Context: an optimization exercise on an open-source flow, tuned for small area, a short achievable clock period and few clock cycles per item. The choices shown serve that exercise and are no tape-out recipe. At most, simulation tests tie the RTL to the original design; equivalence was not proved. Power is estimated from default activity; no workload was simulated.

## birch
## RGB2YUV
module RGB2YUV (start, clk, rst_n, inportR, inportG, inportB, done, outportY, outportU, outportV);
clock: 10.0 ns
lec_check: 0
cap_margin: 20
core_margin: 2
core_utilization: 65
slew_margin: 20
synth_hierarchical: 1
synth_minimum_keep_size: 0
standard.sh (not shown) runs the stock make flow with config.mk's settings and CLKGATE_MAP_FILE= SYNTH_SCRIPT=/design/flow/synth_recipe.tcl, a recipe that flattens the netlist after the stock synthesis.
==> flow/flow/run.sh <==
#!/bin/bash
# The standard layout (standard.sh), except that the port buffers are
# sky130_fd_sc_hd__buf_1 cells rather than ORFS's default delay buffers, and timing
# repair aims for 5.5 ns of setup slack. Each run's output goes to its own log.
set -euo pipefail
export BUFFER_PORTS_ARGS="-buffer_cell sky130_fd_sc_hd__buf_1"
export SETUP_SLACK_MARGIN=5.5
bash standard.sh synth > synth.log 2>&1
bash standard.sh > layout.log 2>&1
birch was carried through to the last stage, and its layout satisfied the timing, DRC and antenna checks.
Testbench counts of birch, summed over its fixed seeds: cycles 3,208, items 3,200.
Here is what was changed in the inputs of maple compared with birch.
--- a/flow/design.v
+++ b/flow/design.v
@@ -1082,28 +1082,31 @@
 	assign g558 = g552 | (g553 & g544);
 	wire g559;
 	assign g559 = g553 & g545;
 	wire g560;
 	assign g560 = g558 | (g559 & st_v[14]);
 	assign v = {(st_v[13] ^ g560), (st_v[12] ^ g557), (st_v[10] ^ st_v[11] ^ g556), (st_v[8] ^ st_v[9] ^ g555), (st_v[6] ^ st_v[7] ^ g554), (st_v[5] ^ g543), (st_v[3] ^ st_v[4] ^ g542), (st_v[1] ^ st_v[2] ^ g529), (st_v[0] ^ st_v[14])};
 	assign done = start;
+	reg valid;
 	always @(posedge clk or negedge rst_n) begin
-		if (!rst_n) begin
-			st_y <= 16'd0;
-			st_u <= 15'd0;
-			st_v <= 15'd0;
-		end else if (start) begin
+		if (!rst_n)
+			valid <= 1'b0;
+		else if (start)
+			valid <= 1'b1;
+	end
+	always @(posedge clk) begin
+		if (start) begin
 			st_y <= nx_y;
 			st_u <= nx_u;
 			st_v <= nx_v;
 		end
 	end
-	assign outportY = y;
-	assign outportU = u;
-	assign outportV = v;
+	assign outportY = y & {9{valid}};
+	assign outportU = u & {9{valid}};
+	assign outportV = v & {9{valid}};
 endmodule
 module FA (a, b, c, s, co);
 	input a, b, c;
 	output s, co;
 	assign s = a ^ b ^ c;
 	assign co = (a & b) | (a & c) | (b & c);
 endmodule
Results
- Taking birch as the reference point, the via count of maple falls by about 6.4%.
- Minimum clock period after layout (lower): birch
- maple vs birch on part of the power in the clock network: maple is the higher one.
- Compared with birch, maple shows fraction of the mapped netlist area in simple logic gates higher by 0.28 points.
- Between birch and maple, the flip-flop and latch count is higher for maple.
- STATUS hold slack: maple wins against birch
- Compared to birch, the router laid down less metal wire for maple.
Function not checked in maple: the RTL went through the layout flow alone.

--- another note on this design; it stands on its own ---

==> run a <==
Design RGB2YUV, start of the top module:
module RGB2YUV (start, clk, rst_n, inportR, inportG, inportB, done, outportY, outportU, outportV);
clock: 10.0 ns
lec_check: 0
cap_margin: 20
core_margin: 2
core_utilization: 55
setup_slack_margin: 4.5
slew_margin: 20
synth_hierarchical: 1
synth_minimum_keep_size: 0
run.sh (not shown) runs the stock make flow with config.mk's settings and CLKGATE_MAP_FILE= SYNTH_SCRIPT=/design/flow/synth_recipe.tcl, a recipe that flattens the netlist after the stock synthesis.
==> run b: changes against run a <==
- SETUP_SLACK_MARGIN: 4.5 -> 4
==> results_dict.tcl <==
set metrics [dict create \
    status "complete, no violations" \
    dp_slack_ns 3.05 \
    critPathBufInv 2 \
    gp_congestion 0.945 \
    multi_input_area_share_pct 70.8 \
    r2r_setup_slack_ns 9.00 \
    mostFrequentLayoutCells "fa_1 (129), inv_1 (58), ha_1 (30), clkdlybuf4s50_1 (30), dfrtp_1 (27)" \
]
the above is filed under run b

==> results_dict.tcl <==
set metrics [dict create \
    status "complete, no violations" \
    multi_input_area_share_pct 67.7 \
    mostFrequentLayoutCells "fa_1 (100), buf_4 (53), inv_1 (50)" \
    r2r_setup_slack_ns 8.95 \
    dp_slack_ns 2.98 \
    critPathBufInv 5 \
    gp_congestion 0.907 \
]
the above is filed under run a

Testbench counts of run a, summed over its fixed seeds: cycles 3,208, items 3,200.
Testbench counts of run b, summed over its fixed seeds: cycles 3,208, items 3,200.

re-timing with driven ports:
Ports are ideal in the flow. The routed layouts listed here were re-timed in OpenROAD.
Step 1 sets driving cells, clkbuf_16 on the clock port and buf_2 on the other inputs (assumed; they add their load-dependent delay and slew).
Step 2 times the ports against the registers' clock, not the clock port: input delays grow and output delays shrink by t, the midpoint of the rising clock arrivals with the driver on.
a / b / c = ideal / step 1 / step 2; a / b = the first two.
run | t, ns | setup slack, ns | worst slew at a driven data input, ns | cell pins on the clock port's net
birch | 0.329 | 5.522 / 5.500 / 5.171 | 0.06 | 1
maple | 0.341 | 5.508 / 5.486 / 5.179 | 0.05 | 1
run a | 0.309 | 4.440 / 4.408 / 4.099 | 0.07 | 1
run b | 0.307 | 4.109 / 4.115 / 3.808 | 0.04 | 1
After both steps setup and hold are still met in every run listed. The setup slack of birch, which loses most, moves by -0.022 ns with the drivers and by -0.351 ns with both steps.
